From an optimization exercise on the open Yosys and OpenROAD flow, aimed at small area, a short achievable clock period and few clock cycles per item; shortcuts taken in it are not production practice. At most, simulation tests tie the RTL to the original design; equivalence was not proved. The RTL of run 1 was laid out without a check of its function.

==> flow/design.v <==
`timescale 1ns / 1ps
`default_nettype none
module sha_eng1 (
		input wire clk,
		input wire [31:0] kn,            
		input wire r62, input wire r63, input wire ge48,
		input wire [255:0] iv,
		input wire [31:0] tail_m,
		output wire [255:0] h1           
	);
	function [31:0] rotr(input [31:0] x, input integer s);
		rotr = (x >> s) | (x << (32 - s));
	endfunction
	wire [31:0] iva = iv[31:0], ivb = iv[63:32], ivc = iv[95:64], ivd = iv[127:96];
	wire [31:0] ive = iv[159:128], ivf = iv[191:160], ivg = iv[223:192], ivh = iv[255:224];
	reg [31:0] a, b, c, d, e, f, g, hk;
	reg [31:0] w[0:15];
	wire [31:0] S1 = rotr(e, 6) ^ rotr(e, 11) ^ rotr(e, 25);
	wire [31:0] ch = (e & f) ^ (~e & g);
	wire [31:0] S0 = rotr(a, 2) ^ rotr(a, 13) ^ rotr(a, 22);
	wire [31:0] maj = (a & b) ^ (a & c) ^ (b & c);
	wire [31:0] t1s = hk ^ S1 ^ ch;
	wire [31:0] t1c = {((hk & S1) | (hk & ch) | (S1 & ch)), 1'b0};
	wire [31:0] es = t1s ^ t1c ^ d;
	wire [31:0] ec = {((t1s & t1c) | (t1s & d) | (t1c & d)), 1'b0};
	wire [31:0] e_new = es + ec;
	wire [31:0] as1 = t1s ^ t1c ^ S0;
	wire [31:0] ac1 = {((t1s & t1c) | (t1s & S0) | (t1c & S0)), 1'b0};
	wire [31:0] as2 = as1 ^ ac1 ^ maj;
	wire [31:0] ac2 = {((as1 & ac1) | (as1 & maj) | (ac1 & maj)), 1'b0};
	wire [31:0] a_new = as2 + ac2;
	wire [31:0] hsrc = r63 ? ivh : g;
	wire [31:0] hx = r62 ? iva : 32'd0;
	wire [31:0] hs1 = hsrc ^ kn ^ w[1];
	wire [31:0] hc1 = {((hsrc & kn) | (hsrc & w[1]) | (kn & w[1])), 1'b0};
	wire [31:0] hs2 = hs1 ^ hc1 ^ hx;
	wire [31:0] hc2 = {((hs1 & hc1) | (hs1 & hx) | (hc1 & hx)), 1'b0};
	wire [31:0] hk_new = hs2 + hc2;
	wire [31:0] dx = r62 ? ive : 32'd0;
	wire [31:0] dy = r62 ? ~iva : 32'd0;
	wire [31:0] ds = c ^ dx ^ dy;
	wire [31:0] dc = {((c & dx) | (c & dy) | (dx & dy)), r62};
	wire [31:0] dsum = ds + dc;
	wire [31:0] s0 = rotr(w[1], 7) ^ rotr(w[1], 18) ^ (w[1] >> 3);
	wire [31:0] s1 = rotr(w[14], 17) ^ rotr(w[14], 19) ^ (w[14] >> 10);
	wire [31:0] ws1 = s0 ^ s1 ^ w[9];
	wire [31:0] wc1 = {((s0 & s1) | (s0 & w[9]) | (s1 & w[9])), 1'b0};
	wire [31:0] ws2 = ws1 ^ wc1 ^ w[0];
	wire [31:0] wc2 = {((ws1 & wc1) | (ws1 & w[0]) | (wc1 & w[0])), 1'b0};
	wire [31:0] nw = ws2 + wc2;
	integer i;
	always @(posedge clk) begin
		a <= r63 ? iva : a_new;
		b <= r63 ? ivb : a;
		c <= r63 ? ivc : b;
		d <= r63 ? ivd : dsum;
		e <= r63 ? ive : e_new;
		f <= r63 ? ivf : e;
		g <= r63 ? ivg : f;
		hk <= hk_new;
		for (i = 0; i < 15; i = i + 1) w[i] <= w[i + 1];
		w[15] <= ge48 ? tail_m : nw;
	end
	assign h1 = {g, f, e, e_new, c, b, a, a_new};
endmodule
module sha_eng2 (
		input wire clk,
		input wire [31:0] kn,            
		input wire r0, input wire r62, input wire r63, input wire ge48,
		input wire [31:0] tail_m,
		input wire ld_en,
		input wire [255:0] ld_data,      
		input wire [31:0] conv_x,        
		output wire [255:0] digest
	);
	function [31:0] rotr(input [31:0] x, input integer s);
		rotr = (x >> s) | (x << (32 - s));
	endfunction
	localparam [31:0] IVA = 32'h6a09e667, IVB = 32'hbb67ae85, IVC = 32'h3c6ef372, IVD = 32'ha54ff53a;
	localparam [31:0] IVE = 32'h510e527f, IVF = 32'h9b05688c, IVG = 32'h1f83d9ab, IVH = 32'h5be0cd19;
	localparam [31:0] IVE_MINUS_A = 32'he7046c18;
	localparam [31:0] E0_MINUS_A0 = 32'h9cbf5a55;
	reg [31:0] a, b, c, d, e, f, g, h, hk;
	reg [31:0] w[0:15];
	wire [31:0] S1 = rotr(e, 6) ^ rotr(e, 11) ^ rotr(e, 25);
	wire [31:0] ch = (e & f) ^ (~e & g);
	wire [31:0] S0 = rotr(a, 2) ^ rotr(a, 13) ^ rotr(a, 22);
	wire [31:0] maj = (a & b) ^ (a & c) ^ (b & c);
	wire [31:0] t1s = hk ^ S1 ^ ch;
	wire [31:0] t1c = {((hk & S1) | (hk & ch) | (S1 & ch)), 1'b0};
	wire [31:0] es = t1s ^ t1c ^ d;
	wire [31:0] ec = {((t1s & t1c) | (t1s & d) | (t1c & d)), 1'b0};
	wire [31:0] e_new = es + ec;
	wire [31:0] as1 = t1s ^ t1c ^ S0;
	wire [31:0] ac1 = {((t1s & t1c) | (t1s & S0) | (t1c & S0)), 1'b0};
	wire [31:0] as2 = as1 ^ ac1 ^ maj;
	wire [31:0] ac2 = {((as1 & ac1) | (as1 & maj) | (ac1 & maj)), 1'b0};
	wire [31:0] a_new = as2 + ac2;
	wire [31:0] hsrc = r63 ? 32'd0 : r0 ? IVG : g;
	wire [31:0] hs1 = hsrc ^ kn ^ w[1];
	wire [31:0] hc1 = {((hsrc & kn) | (hsrc & w[1]) | (kn & w[1])), 1'b0};
	wire [31:0] hk_new = hs1 + hc1;
	wire [31:0] dop = r0 ? hk : c;
	wire [31:0] dx = r62 ? IVE_MINUS_A : r63 ? IVD : r0 ? E0_MINUS_A0 : 32'd0;
	wire [31:0] dsum = dop + dx;
	wire [31:0] s0 = rotr(w[1], 7) ^ rotr(w[1], 18) ^ (w[1] >> 3);
	wire [31:0] s1 = rotr(w[14], 17) ^ rotr(w[14], 19) ^ (w[14] >> 10);
	wire [31:0] ws1 = s0 ^ s1 ^ w[9];
	wire [31:0] wc1 = {((s0 & s1) | (s0 & w[9]) | (s1 & w[9])), 1'b0};
	wire [31:0] ws2 = ws1 ^ wc1 ^ w[0];
	wire [31:0] wc2 = {((ws1 & wc1) | (ws1 & w[0]) | (wc1 & w[0])), 1'b0};
	wire [31:0] nw = ws2 + wc2;
	wire [31:0] conv = w[2] + conv_x;
	integer i;
	always @(posedge clk) begin
		a <= r0 ? hk : a_new;
		e <= r0 ? dsum : e_new;
		b <= r0 ? IVA : a + (r63 ? IVB : 32'd0);
		c <= r0 ? IVB : b + (r63 ? IVC : 32'd0);
		d <= r0 ? IVC : dsum;
		f <= r0 ? IVE : e + (r63 ? IVF : 32'd0);
		g <= r0 ? IVF : f + (r63 ? IVG : 32'd0);
		h <= g + IVH;
		hk <= hk_new;
		w[0] <= w[1];
		w[1] <= ld_en ? ld_data[31:0] : conv;
		for (i = 2; i < 9; i = i + 1) w[i] <= ld_en ? ld_data[32*(i-1) +: 32] : w[i + 1];
		for (i = 9; i < 15; i = i + 1) w[i] <= w[i + 1];
		w[15] <= ge48 ? tail_m : nw;
	end
	assign digest = {h, g, f, e, d, c, b, a};
endmodule
`timescale 1ns / 1ps
`default_nettype none
module miner (
		input wire clk,
		input wire rst,
		input wire [255:0] X,
		input wire [95:0] Y,
		input wire [31:0] nonce_start,
		output reg hash_valid,
		output reg [255:0] hash,
		output reg [31:0] hash_nonce
	);
	function [31:0] flip(input [31:0] v);
		flip = {v[7:0], v[15:8], v[23:16], v[31:24]};
	endfunction
	localparam [2047:0] KTAB = {
		32'hc67178f2,
		32'hbef9a3f7,
		32'ha4506ceb,
		32'h90befffa,
		32'h8cc70208,
		32'h84c87814,
		32'h78a5636f,
		32'h748f82ee,
		32'h682e6ff3,
		32'h5b9cca4f,
		32'h4ed8aa4a,
		32'h391c0cb3,
		32'h34b0bcb5,
		32'h2748774c,
		32'h1e376c08,
		32'h19a4c116,
		32'h106aa070,
		32'hf40e3585,
		32'hd6990624,
		32'hd192e819,
		32'hc76c51a3,
		32'hc24b8b70,
		32'ha81a664b,
		32'ha2bfe8a1,
		32'h92722c85,
		32'h81c2c92e,
		32'h766a0abb,
		32'h650a7354,
		32'h53380d13,
		32'h4d2c6dfc,
		32'h2e1b2138,
		32'h27b70a85,
		32'h14292967,
		32'h06ca6351,
		32'hd5a79147,
		32'hc6e00bf3,
		32'hbf597fc7,
		32'hb00327c8,
		32'ha831c66d,
		32'h983e5152,
		32'h76f988da,
		32'h5cb0a9dc,
		32'h4a7484aa,
		32'h2de92c6f,
		32'h240ca1cc,
		32'h0fc19dc6,
		32'hefbe4786,
		32'he49b69c1,
		32'hc19bf174,
		32'h9bdc06a7,
		32'h80deb1fe,
		32'h72be5d74,
		32'h550c7dc3,
		32'h243185be,
		32'h12835b01,
		32'hd807aa98,
		32'hab1c5ed5,
		32'h923f82a4,
		32'h59f111f1,
		32'h3956c25b,
		32'he9b5dba5,
		32'hb5c0fbcf,
		32'h71374491,
		32'h428a2f98};
	reg [255:0] Xr;
	always @(posedge clk) Xr <= X;
	reg [5:0] phase;
	reg [31:0] k1, k2;
	reg [1:0] primed;       
	reg [31:0] N;           
	reg valid_r;
	reg e1_r62, e1_r63, e1_ge48;
	reg e2_r0, e2_r62, e2_r63, e2_ge48;
	wire [5:0] phase_n = rst ? 6'd48 : phase + 6'd1;
	wire [5:0] kidx1 = phase + 6'd2;
	always @(posedge clk) begin
		phase <= phase_n;
		k1 <= rst ? KTAB[32*49 +: 32] : KTAB[32*kidx1 +: 32];
		k2 <= e1_r63 ? 32'hfc08884d : e1_r62 ? 32'h307b5f59 : k1;
		e1_r62 <= (phase_n == 6'd62);
		e1_r63 <= (phase_n == 6'd63);
		e1_ge48 <= (phase_n >= 6'd48);
		e2_r0 <= (phase_n == 6'd1);
		e2_r62 <= (phase_n == 6'd63);
		e2_r63 <= (phase_n == 6'd0);
		e2_ge48 <= (phase_n >= 6'd49) || (phase_n == 6'd0);
		if (rst) begin
			primed <= 2'd0;
			valid_r <= 1'b0;
			N <= nonce_start;
		end else begin
			if (phase == 6'd0 && primed != 2'd3) primed <= primed + 2'd1;
			valid_r <= (phase == 6'd0) && primed[1];
			if (valid_r) N <= N + 32'd1;
		end
	end
	wire [31:0] n1 = N + {30'd0, primed[1], primed[0] & ~primed[1]};
	reg [31:0] m1;
	always @(*) begin
		case (phase[3:0])
			4'd0: m1 = flip(Y[31:0]);
			4'd1: m1 = flip(Y[63:32]);
			4'd2: m1 = flip(Y[95:64]);
			4'd3: m1 = flip(n1);
			4'd4: m1 = 32'h80000000;
			4'd15: m1 = 32'h00000280;
			default: m1 = 32'd0;
		endcase
	end
	wire [3:0] r2lo = phase[3:0] - 4'd1;
	wire [31:0] m2 = (r2lo == 4'd8) ? 32'h80000000 : (r2lo == 4'd15) ? 32'h00000100 : 32'd0;
	reg [31:0] conv_x;
	always @(*) begin
		case (phase)
			6'd0: conv_x = Xr[63:32];
			6'd1: conv_x = Xr[95:64];
			6'd2: conv_x = Xr[127:96];
			6'd4: conv_x = Xr[191:160];
			6'd5: conv_x = Xr[223:192];
			6'd6: conv_x = Xr[255:224];
			default: conv_x = 32'd0;
		endcase
	end
	wire [255:0] h1, st2;
	sha_eng1 eng1(.clk(clk), .kn(k1), .r62(e1_r62), .r63(e1_r63), .ge48(e1_ge48),
		.iv(Xr), .tail_m(m1), .h1(h1));
	sha_eng2 eng2(.clk(clk), .kn(k2), .r0(e2_r0), .r62(e2_r62), .r63(e2_r63), .ge48(e2_ge48),
		.tail_m(m2), .ld_en(e2_r62), .ld_data(h1), .conv_x(conv_x), .digest(st2));
	integer j;
	always @(*) begin
		hash_valid = valid_r;
		hash_nonce = N;
		for (j = 0; j < 8; j = j + 1) hash[32*j +: 32] = flip(st2[32*j +: 32]);
	end
endmodule
==> flow/run.sh <==
#!/bin/bash
# synth_recipe.tcl (not shown) runs the flow's synth.tcl, then flattens the netlist and writes it again
# the make line also repeats each setting of config.mk as NAME=value (left out here)
make -C /OpenROAD-flow-scripts/flow DESIGN_CONFIG=/design/flow/config.mk WORK_HOME=/design/flow/orfs CLKGATE_MAP_FILE= SYNTH_SCRIPT=/design/flow/synth_recipe.tcl finish
==> flow/config.mk <==
export PLATFORM = sky130hd
export DESIGN_NAME = miner
export DESIGN_NICKNAME = miner
export VERILOG_FILES = /design/flow/design.v
export SDC_FILE = /design/flow/constraint.sdc
export NUM_CORES = 4
export LEC_CHECK = 0
export CAP_MARGIN = 20
export CORE_MARGIN = 2
export CORE_UTILIZATION = 35
export PLACE_DENSITY = 0.5
export SETUP_SLACK_MARGIN = 5
export SLEW_MARGIN = 20
==> flow/constraint.sdc <==
create_clock -name core_clock -period 11.0 [get_ports {clk}]
set_input_delay 2.2000 -clock core_clock [delete_from_list [all_inputs] [get_ports {clk}]]
set_output_delay 2.2000 -clock core_clock [all_outputs]
set_load 0.01 [all_outputs]
==> metrics.cfg, run 1 <==
[worst_setup_path]
worstSetupPathType = flip-flop to flip-flop
rr_endpoint = eng1.d[31]
cp.depth = 17
crit_path_start_kind = flip-flop
endpoint = eng1.d[31]
crit_path_max_fanout = 31
max_stage_delay_ps = 720
critPathCaptureType = flip-flop
slowest_stage = a31oi_1
path_cells = inv_2 -> buf_4 -> nor2_1 -> fa_1 -> ha_1 -> a211o_1 -> o211ai_1 -> a21oi_1 -> buf_4 -> a211o_1 -> a41o_1 -> buf_4 -> a31oi_1 -> nor3_1 -> a2111oi_4 -> o41ai_1 -> a31oi_1
rrSetupSlack_ps = 5030
crit_start = e1_r62
timing.rr.start = e1_r62
worst_ep_required_time_ps = 11730
crit_family = compound AO/OA/AOI/OAI gates
rr_worst_depth = 17
worstPathArrival_ps = 6700
critical_path.most_common_cell = buf_4
worst-path-buf-inv = 4

[yosys]
syn_nets = 10294
synth_cell_types = 105
yosysMostFrequentCell = dfxtp_1
synth_seq_cells = 1935
synth_edf_count = 32
yosys.area.top_type = dfxtp_1
synth.area.top_cells = dfxtp_1, fa_1, xnor2_1, ha_1, mux2_2
ys.flop_type = dfxtp_1
avgSynthCellArea_um2 = 10.32
synth_async_sr_flop_share_pct = 0
synth_top_area_share_pct = 41.11
syn-cell-area_um2 = 92680
ys_warn_count = 5
synth_cells = 8977
netlist_top_cells_count = dfxtp_1, inv_1, xnor2_1
ys_seq_area_share_pct = 42.14

[hold_path]
min_path_type = flip-flop to flip-flop

[layout]
syn2layout_area_growth_pct = 19.73
final_layout_size_suffix_gt1_share_pct = 10.70
fin_nets = 10908
nFillCells = 25509
reg_top3 = eng1.w: 512 flops, eng2.w: 512 flops, Xr: 256 flops
stdcell_count = 13300
utilization_pct = 42.19

[global_routing]
grt_pass1_vias = 68905
grt_usage_pct = 26.71
gr-total-overflow = 0
antenna_found_initial = 26
grt_max_degree = 158
grt_pass1_wl_mm = 517.7

[sta]
finalHoldViolations = 0
tightest_slew_ps = 1070
slew_headroom_pct = 28.03
tns_ps = 0
finalMaxSlewViolations = 0
setup_violations = 0
fin_crit_sh_pct = 54.26
period_minus_slack_ps = 5968
rsz0062_at_grt = yes
fmax_ghz = 0.1676
clock_skew_ps = 128.4

[clock_network]
clockBufferDepth = 4
clock-root-buffer = clkbuf_16
cts_htree_levels = 4
cts_buffers = 216
cts_tree = built
insertion_delay_ps = 940
clk_transition_reported_paths_ps = 60
clkSinkCount = 1935

[floorplanning]
die_y_um = 518.6
die_x_um = 518.6
core_area_um2 = 263000
rows = 188
start_util_pct = 35.24
dieArea_um2 = 268900
ios = 675

[drt]
drc = 0
drtIter0Drc = 6909
vias_per_cell = 5.216
dr.pass1.iters = 6
drt_wl_total_mm = 369.3
vias = 69370
antenna_left = 0
wire_per_inst_um = 27.76

[flow_run]
drv_cap = 0

[place]
dp_hpwl_mm = 294.3
placedCellCount = 12881
globalplace.congestion = 0.9815
io_buffers = 674

[outcome]
status = timing/DRC/antenna clean

## metal layers
metal,global-route usage (%),vias to the layer above,part of all wire (%)
li1,-,31620,-
met1,37.43,34249,45
met2,41.48,2959,44
met3,4.756,536,7.4
met4,8.586,6,3.7
met5,0,-,0.0092
## final cells by class
cell class | count | area [µm²] | area share, %
Timing Repair Buffer | 782 | 7685 | 6.926
Multi-Input combinational cell | 5944 | 49780 | 44.86
Sequential cell | 1935 | 39090 | 35.23
Antenna cell | 23 | 57.56 | 0.05187
Tap cell | 3515 | 4398 | 3.964
Clock buffer | 299 | 6212 | 5.599
Clock inverter | 90 | 1057 | 0.9528
Inverter | 712 | 2685 | 2.420
## cells in the final DEF (no fill, tap or decap), types with 96 or more instances in the layout
cell and count:
nor2_1 486, nor3_1 99, and2_1 98, buf_4 99
xnor2_1 668, fa_1 501, nand2_1 557, clkdlybuf4s50_1 673
a22oi_1 96, nand3_1 142, xor2_1 310, a21oi_1 392
inv_1 705, clkbuf_16 220, o21ai_1 110, a21o_1 149
ha_1 428, mux2_2 461, o21ai_0 351, dfxtp_1 1889
## per-stage QoR
step / setup WS, ps / cell area [µm²] / hold slack (ps)
after CTS: 5023 / 110800 / 284.5
after global placement: 4095 / 103300 / 309.7
after floorplan: 5803 / 92680 / 309.6
after detailed placement: 3978 / 103300 / 312.1
after global routing: 4925 / 110900 / 295.0
final: 5032 / 111000 / 276.5
## logic make-up (layout without fill, tap and decap cells)
family / count (synthesis) / in the layout / share of synthesized area (%)
other: 0 / 23 / 0
AND/OR/NAND/NOR: 1776 / 1776 / 8.974
flip-flops: 1935 / 1935 / 42.14
adder cells (fa/ha/maj): 994 / 994 / 17.31
multiplexers: 486 / 486 / 5.889
AO/OA/AOI/OAI: 1701 / 1701 / 11.90
buffers and inverters: 1098 / 1883 / 4.455
XOR/XNOR: 987 / 987 / 9.328
## worst min-delay path by stage
stage / from / end / slack (ps) / cells past startpoint
after floorplan: eng1.w[11][0] / eng1.w[10][0] / 310 / 0
after detailed placement: eng1.w[13][12] / eng1.w[12][12] / 310 / 0
final: eng2.w[12][7] / eng2.w[11][7] / 280 / 0
after global routing: eng2.w[10][8] / eng2.w[9][8] / 290 / 0
after CTS: eng2.w[11][21] / eng2.w[10][21] / 280 / 0
after global placement: eng1.w[13][21] / eng1.w[12][21] / 310 / 0
## repair_timing
item                                    in CTS  in global routing
hold buffers                                 0                  0
buffers inserted                             1                  4
cloned                                       2                  0
pin swaps                                    2                  1
endpoints found under the setup margin      20                 23
gates resized for setup                     31                 21
==> run 2: changes to the inputs <==
--- a/flow/design.v
+++ b/flow/design.v
@@ -4,3 +4,3 @@
 		input wire clk,
-		input wire [31:0] kn,            
+		input wire [5:0] kidx,           
 		input wire r62, input wire r63, input wire ge48,
@@ -13,2 +13,67 @@
 	endfunction
+	localparam [2047:0] KTAB = {
+		32'hc67178f2,
+		32'hbef9a3f7,
+		32'ha4506ceb,
+		32'h90befffa,
+		32'h8cc70208,
+		32'h84c87814,
+		32'h78a5636f,
+		32'h748f82ee,
+		32'h682e6ff3,
+		32'h5b9cca4f,
+		32'h4ed8aa4a,
+		32'h391c0cb3,
+		32'h34b0bcb5,
+		32'h2748774c,
+		32'h1e376c08,
+		32'h19a4c116,
+		32'h106aa070,
+		32'hf40e3585,
+		32'hd6990624,
+		32'hd192e819,
+		32'hc76c51a3,
+		32'hc24b8b70,
+		32'ha81a664b,
+		32'ha2bfe8a1,
+		32'h92722c85,
+		32'h81c2c92e,
+		32'h766a0abb,
+		32'h650a7354,
+		32'h53380d13,
+		32'h4d2c6dfc,
+		32'h2e1b2138,
+		32'h27b70a85,
+		32'h14292967,
+		32'h06ca6351,
+		32'hd5a79147,
+		32'hc6e00bf3,
+		32'hbf597fc7,
+		32'hb00327c8,
+		32'ha831c66d,
+		32'h983e5152,
+		32'h76f988da,
+		32'h5cb0a9dc,
+		32'h4a7484aa,
+		32'h2de92c6f,
+		32'h240ca1cc,
+		32'h0fc19dc6,
+		32'hefbe4786,
+		32'he49b69c1,
+		32'hc19bf174,
+		32'h9bdc06a7,
+		32'h80deb1fe,
+		32'h72be5d74,
+		32'h550c7dc3,
+		32'h243185be,
+		32'h12835b01,
+		32'hd807aa98,
+		32'hab1c5ed5,
+		32'h923f82a4,
+		32'h59f111f1,
+		32'h3956c25b,
+		32'he9b5dba5,
+		32'hb5c0fbcf,
+		32'h71374491,
+		32'h428a2f98};
 	wire [31:0] iva = iv[31:0], ivb = iv[63:32], ivc = iv[95:64], ivd = iv[127:96];
@@ -32,2 +97,3 @@
 	wire [31:0] hsrc = r63 ? ivh : g;
+	wire [31:0] kn = KTAB[32*kidx +: 32];
 	wire [31:0] hx = r62 ? iva : 32'd0;
@@ -38,3 +104,3 @@
 	wire [31:0] hk_new = hs2 + hc2;
-	wire [31:0] dx = r62 ? ive : 32'd0;
+	wire [31:0] dx = r62 ? ive : r63 ? ivd : 32'd0;
 	wire [31:0] dy = r62 ? ~iva : 32'd0;
@@ -63,3 +129,3 @@
 	end
-	assign h1 = {g, f, e, e_new, c, b, a, a_new};
+	assign h1 = {g + ivh, f + ivg, e + ivf, e_new, dsum, b + ivc, a + ivb, a_new};
 endmodule
@@ -67,3 +133,3 @@
 		input wire clk,
-		input wire [31:0] kn,            
+		input wire [5:0] kidx,           
 		input wire r0, input wire r62, input wire r63, input wire ge48,
@@ -71,4 +137,3 @@
 		input wire ld_en,
-		input wire [255:0] ld_data,      
-		input wire [31:0] conv_x,        
+		input wire [255:0] ld_data,
 		output wire [255:0] digest
@@ -78,2 +143,67 @@
 	endfunction
+	localparam [2047:0] KTAB = {
+		32'h307b5f59,
+		32'hbef9a3f7,
+		32'ha4506ceb,
+		32'h90befffa,
+		32'h8cc70208,
+		32'h84c87814,
+		32'h78a5636f,
+		32'h748f82ee,
+		32'h682e6ff3,
+		32'h5b9cca4f,
+		32'h4ed8aa4a,
+		32'h391c0cb3,
+		32'h34b0bcb5,
+		32'h2748774c,
+		32'h1e376c08,
+		32'h19a4c116,
+		32'h106aa070,
+		32'hf40e3585,
+		32'hd6990624,
+		32'hd192e819,
+		32'hc76c51a3,
+		32'hc24b8b70,
+		32'ha81a664b,
+		32'ha2bfe8a1,
+		32'h92722c85,
+		32'h81c2c92e,
+		32'h766a0abb,
+		32'h650a7354,
+		32'h53380d13,
+		32'h4d2c6dfc,
+		32'h2e1b2138,
+		32'h27b70a85,
+		32'h14292967,
+		32'h06ca6351,
+		32'hd5a79147,
+		32'hc6e00bf3,
+		32'hbf597fc7,
+		32'hb00327c8,
+		32'ha831c66d,
+		32'h983e5152,
+		32'h76f988da,
+		32'h5cb0a9dc,
+		32'h4a7484aa,
+		32'h2de92c6f,
+		32'h240ca1cc,
+		32'h0fc19dc6,
+		32'hefbe4786,
+		32'he49b69c1,
+		32'hc19bf174,
+		32'h9bdc06a7,
+		32'h80deb1fe,
+		32'h72be5d74,
+		32'h550c7dc3,
+		32'h243185be,
+		32'h12835b01,
+		32'hd807aa98,
+		32'hab1c5ed5,
+		32'h923f82a4,
+		32'h59f111f1,
+		32'h3956c25b,
+		32'he9b5dba5,
+		32'hb5c0fbcf,
+		32'h71374491,
+		32'hfc08884d};
 	localparam [31:0] IVA = 32'h6a09e667, IVB = 32'hbb67ae85, IVC = 32'h3c6ef372, IVD = 32'ha54ff53a;
@@ -99,2 +229,3 @@
 	wire [31:0] hsrc = r63 ? 32'd0 : r0 ? IVG : g;
+	wire [31:0] kn = KTAB[32*kidx +: 32];
 	wire [31:0] hs1 = hsrc ^ kn ^ w[1];
@@ -112,3 +243,2 @@
 	wire [31:0] nw = ws2 + wc2;
-	wire [31:0] conv = w[2] + conv_x;
 	integer i;
@@ -125,4 +255,3 @@
 		w[0] <= w[1];
-		w[1] <= ld_en ? ld_data[31:0] : conv;
-		for (i = 2; i < 9; i = i + 1) w[i] <= ld_en ? ld_data[32*(i-1) +: 32] : w[i + 1];
+		for (i = 1; i < 9; i = i + 1) w[i] <= ld_en ? ld_data[32*(i-1) +: 32] : w[i + 1];
 		for (i = 9; i < 15; i = i + 1) w[i] <= w[i + 1];
@@ -147,71 +276,5 @@
 	endfunction
-	localparam [2047:0] KTAB = {
-		32'hc67178f2,
-		32'hbef9a3f7,
-		32'ha4506ceb,
-		32'h90befffa,
-		32'h8cc70208,
-		32'h84c87814,
-		32'h78a5636f,
-		32'h748f82ee,
-		32'h682e6ff3,
-		32'h5b9cca4f,
-		32'h4ed8aa4a,
-		32'h391c0cb3,
-		32'h34b0bcb5,
-		32'h2748774c,
-		32'h1e376c08,
-		32'h19a4c116,
-		32'h106aa070,
-		32'hf40e3585,
-		32'hd6990624,
-		32'hd192e819,
-		32'hc76c51a3,
-		32'hc24b8b70,
-		32'ha81a664b,
-		32'ha2bfe8a1,
-		32'h92722c85,
-		32'h81c2c92e,
-		32'h766a0abb,
-		32'h650a7354,
-		32'h53380d13,
-		32'h4d2c6dfc,
-		32'h2e1b2138,
-		32'h27b70a85,
-		32'h14292967,
-		32'h06ca6351,
-		32'hd5a79147,
-		32'hc6e00bf3,
-		32'hbf597fc7,
-		32'hb00327c8,
-		32'ha831c66d,
-		32'h983e5152,
-		32'h76f988da,
-		32'h5cb0a9dc,
-		32'h4a7484aa,
-		32'h2de92c6f,
-		32'h240ca1cc,
-		32'h0fc19dc6,
-		32'hefbe4786,
-		32'he49b69c1,
-		32'hc19bf174,
-		32'h9bdc06a7,
-		32'h80deb1fe,
-		32'h72be5d74,
-		32'h550c7dc3,
-		32'h243185be,
-		32'h12835b01,
-		32'hd807aa98,
-		32'hab1c5ed5,
-		32'h923f82a4,
-		32'h59f111f1,
-		32'h3956c25b,
-		32'he9b5dba5,
-		32'hb5c0fbcf,
-		32'h71374491,
-		32'h428a2f98};
 	reg [255:0] Xr;
 	always @(posedge clk) Xr <= X;
-	reg [5:0] phase;
-	reg [31:0] k1, k2;
+	reg [5:0] phase, kidx1;
 	reg [1:0] primed;       
@@ -222,7 +285,5 @@
 	wire [5:0] phase_n = rst ? 6'd48 : phase + 6'd1;
-	wire [5:0] kidx1 = phase + 6'd2;
 	always @(posedge clk) begin
 		phase <= phase_n;
-		k1 <= rst ? KTAB[32*49 +: 32] : KTAB[32*kidx1 +: 32];
-		k2 <= e1_r63 ? 32'hfc08884d : e1_r62 ? 32'h307b5f59 : k1;
+		kidx1 <= phase_n + 6'd1;
 		e1_r62 <= (phase_n == 6'd62);
@@ -259,19 +320,7 @@
 	wire [31:0] m2 = (r2lo == 4'd8) ? 32'h80000000 : (r2lo == 4'd15) ? 32'h00000100 : 32'd0;
-	reg [31:0] conv_x;
-	always @(*) begin
-		case (phase)
-			6'd0: conv_x = Xr[63:32];
-			6'd1: conv_x = Xr[95:64];
-			6'd2: conv_x = Xr[127:96];
-			6'd4: conv_x = Xr[191:160];
-			6'd5: conv_x = Xr[223:192];
-			6'd6: conv_x = Xr[255:224];
-			default: conv_x = 32'd0;
-		endcase
-	end
 	wire [255:0] h1, st2;
-	sha_eng1 eng1(.clk(clk), .kn(k1), .r62(e1_r62), .r63(e1_r63), .ge48(e1_ge48),
+	sha_eng1 eng1(.clk(clk), .kidx(kidx1), .r62(e1_r62), .r63(e1_r63), .ge48(e1_ge48),
 		.iv(Xr), .tail_m(m1), .h1(h1));
-	sha_eng2 eng2(.clk(clk), .kn(k2), .r0(e2_r0), .r62(e2_r62), .r63(e2_r63), .ge48(e2_ge48),
-		.tail_m(m2), .ld_en(e2_r62), .ld_data(h1), .conv_x(conv_x), .digest(st2));
+	sha_eng2 eng2(.clk(clk), .kidx(phase), .r0(e2_r0), .r62(e2_r62), .r63(e2_r63), .ge48(e2_ge48),
+		.tail_m(m2), .ld_en(e2_r62), .ld_data(h1), .digest(st2));
 	integer j;
--- a/flow/config.mk
+++ b/flow/config.mk
@@ -11,3 +11,2 @@
 export PLACE_DENSITY = 0.5
-export SETUP_SLACK_MARGIN = 5
 export SLEW_MARGIN = 20
==> metrics.cfg, run 2 <==
[layout]
reg_top3 = eng1.w: 512 flops, eng2.w: 512 flops, Xr: 256 flops
fin_nets = 12122
final_layout_size_suffix_gt1_share_pct = 9.646
register_area_um2 = 37930
multi_input_area_um2 = 56970
nFillCells = 27733
syn2layout_area_growth_pct = 18.27
layout_common_cells = dfxtp_1, xnor2_1, nand2_1
layout_commonest_cell = dfxtp_1

[worst_setup_path]
worstPathArrival_ps = 8080
slowest_stage = fa_1
worstSetupPathType = flip-flop to flip-flop
crit_path_max_fanout = 20
critPathCaptureType = flip-flop
worst_ep_required_time_ps = 11780
crit_path_start_kind = flip-flop
path_cells = buf_4 -> inv_1 -> ha_1 -> inv_1 -> nor2_1 -> o311a_1 -> nor3_1 -> a31oi_1 -> fa_1 -> inv_1 -> fa_1 -> inv_1 -> ha_1 -> fa_1 -> a211o_1 -> a2111oi_0 -> o32ai_1 -> a221oi_2 -> o21bai_1 -> a21oi_1 -> o21ai_0 -> a21oi_1 -> o21bai_1 -> xor2_1
max_stage_delay_ps = 580
critical_path.most_common_cell = inv_1
crit_family = compound AO/OA/AOI/OAI gates
worst-path-buf-inv = 5

[floorplanning]
die_x_um = 536.4
die_y_um = 536.4
dieArea_um2 = 287700
core_area_um2 = 282000
rows = 195
start_util_pct = 35.17
ios = 675

[global_routing]
grt_pass1_wl_mm = 566.2
grt_max_degree = 117
antenna_found_initial = 47
grt_pass1_vias = 76226
gr-total-overflow = 0
grt_usage_pct = 27.54

[clock_network]
clockBufferDepth = 4
cts_buffers = 211
cts_setup_buffers = 0
cts_tree = built
clk_transition_reported_paths_ps = 60
cts_resized = 0
insertion_delay_ps = 930
cts_htree_levels = 4
clkSinkCount = 1877
hold_buffers = 0
clock-root-buffer = clkbuf_16

[yosys]
synth_edf_count = 32
synth_seq_cells = 1877
avgSynthCellArea_um2 = 9.860
yosys.area.top_type = dfxtp_1
yosysMostFrequentCell = dfxtp_1
synth_async_sr_flop_share_pct = 0
syn_nets = 11535
ys_seq_area_share_pct = 38.20
ys_warn_count = 5
ys.flop_type = dfxtp_1
netlist_top_cells_count = dfxtp_1, xnor2_1, inv_1
syn-cell-area_um2 = 99200
synth_top_area_share_pct = 37.23
synth_cell_types = 100
synth.area.top_cells = dfxtp_1, fa_1, ha_1, xnor2_1, mux2_2
synth_cells = 10061

[place]
io_buffers = 674
dp_hpwl_mm = 330.1
globalplace.congestion = 0.9748

[drt]
wl_met3_mm = 25.98
antenna_left = 0
dr.pass1.iters = 7
drt_wl_total_mm = 407.3
route.met2.wl_mm = 182.4
drtIter0Drc = 7390
vias_per_cell = 5.280
vias = 77033
wire_per_inst_um = 27.92
highest_layer = met5
drc = 0
met1_length_mm = 180.6

[hold_path]
min_path_type = flip-flop to flip-flop

[sta]
period_minus_slack_ps = 7302
finalHoldViolations = 0
whs_ps = 281.8
tightest_slew_ps = 1145
clock_skew_ps = 86.77
setup_violations = 0
slew_headroom_pct = 22.84
tns_ps = 0
fin_crit_sh_pct = 66.38
rsz0062_at_grt = no
finalMaxSlewViolations = 0
fmax_ghz = 0.1370

[outcome]
status = timing/DRC/antenna clean

[flow_run]
drv_cap = 0

==> run 2: cell count changes after synthesis, sizes merged, moves of 58 or more <==
cell,previous run,this run
nand2,558,751
ha,430,583
a21o,149,209
a22oi,96,10
dfxtp,1903,1845
a21oi,398,630
o21ai,465,557
xnor2,675,781
==> run 2: stage by stage <==
stage | utilization (%) | setup WS (ps) | std cells | cell area [µm²]
6_report | 41.60 | 3698 | 14590 | 117300
5_1_grt | 41.59 | 3356 | 14582 | 117300
4_1_cts | 41.58 | 3757 | 14566 | 117300
3_5_place_dp | 38.98 | 3734 | 14178 | 109900
3_3_place_gp | 38.98 | 3714 | 14178 | 109900
2_1_floorplan | - | 5173 | 10061 | 99200
==> run 2: per-layer routing <==
layer  vias up  GRT usage, %
met5         -             0
met4         8         11.74
met3       551         3.985
met2      2946         43.32
met1     38050         37.60
li1      35478             -
==> run 2: worst paths after layout <==
check,endpoint,cells after the start,slack (ps),start
setup reg to reg,eng1.hk[29],24,3700,kidx1[0]
hold reg to reg,eng1.w[12][7],0,280,eng1.w[13][7]
setup / recovery,eng1.hk[29],24,3700,kidx1[0]
hold / removal,eng1.w[12][7],0,280,eng1.w[13][7]
==> run 2: worst reg2reg max path, stage by stage (launching register included) <==
cell and delay, ps:
dfxtp_1 310, buf_4 300, inv_1 290, ha_1 510
inv_1 330, nor2_1 160, o311a_1 380, nor3_1 210
a31oi_1 160, fa_1 580, inv_1 60, fa_1 480
inv_1 50, ha_1 230, fa_1 480, a211o_1 320
a2111oi_0 470, o32ai_1 280, a221oi_2 390, o21bai_1 140
a21oi_1 320, o21ai_0 140, a21oi_1 340, o21bai_1 150
xor2_1 150
==> run 2: cell type report <==
type	instances	area share (%)
Timing Repair Buffer	770	6.392
Tap cell	3743	3.992
Sequential cell	1877	32.33
Inverter	760	2.436
Multi-Input combinational cell	7028	48.55
Antenna cell	24	0.05119
Clock inverter	117	1.306
Clock buffer	271	4.940
==> run 2: cells by family after synthesis <==
kind of cell / after synthesis / synth area share, %
flip-flops: 1877 / 38.20
XOR/XNOR: 1097 / 9.685
adder cells (fa/ha/maj): 1150 / 18.17
AO/OA/AOI/OAI: 2152 / 13.72
AND/OR/NAND/NOR: 2129 / 10.02
multiplexers: 500 / 5.822
buffers and inverters: 1156 / 4.385
Testbench counts of run 2, summed over its fixed seeds: cycles 21,128, items 320.

re-timing with driven ports:
No port has a modelled driver above. Below, the same layouts with a new extraction and two added sets of constraints. Step 1 (the two cells are an assumption about what drives the block):
set clk [get_ports {clk}]
set_driving_cell -lib_cell sky130_fd_sc_hd__clkbuf_16 $clk
set_driving_cell -lib_cell sky130_fd_sc_hd__buf_2 [delete_from_list [all_inputs] $clk]
Step 2 moves the port delays by t, midway between the first and last clock arrival at a register: inputs arrive t later, outputs are due t later. That takes back most of the time a late clock gives input paths. Three values: no drivers, after step 1, after step 2; two values: the first two.
run	shift t [ns]	setup slack, ns	latest minus earliest clock arrival (ns)	worst register clock-pin slew, ns
run 1	0.972	5.032 / 5.032 / 5.032	0.128 / 0.129	0.08 / 0.08
run 2	0.990	3.698 / 3.698 / 3.698	0.088 / 0.089	0.08 / 0.08
After both steps setup and hold are still met in every run listed.
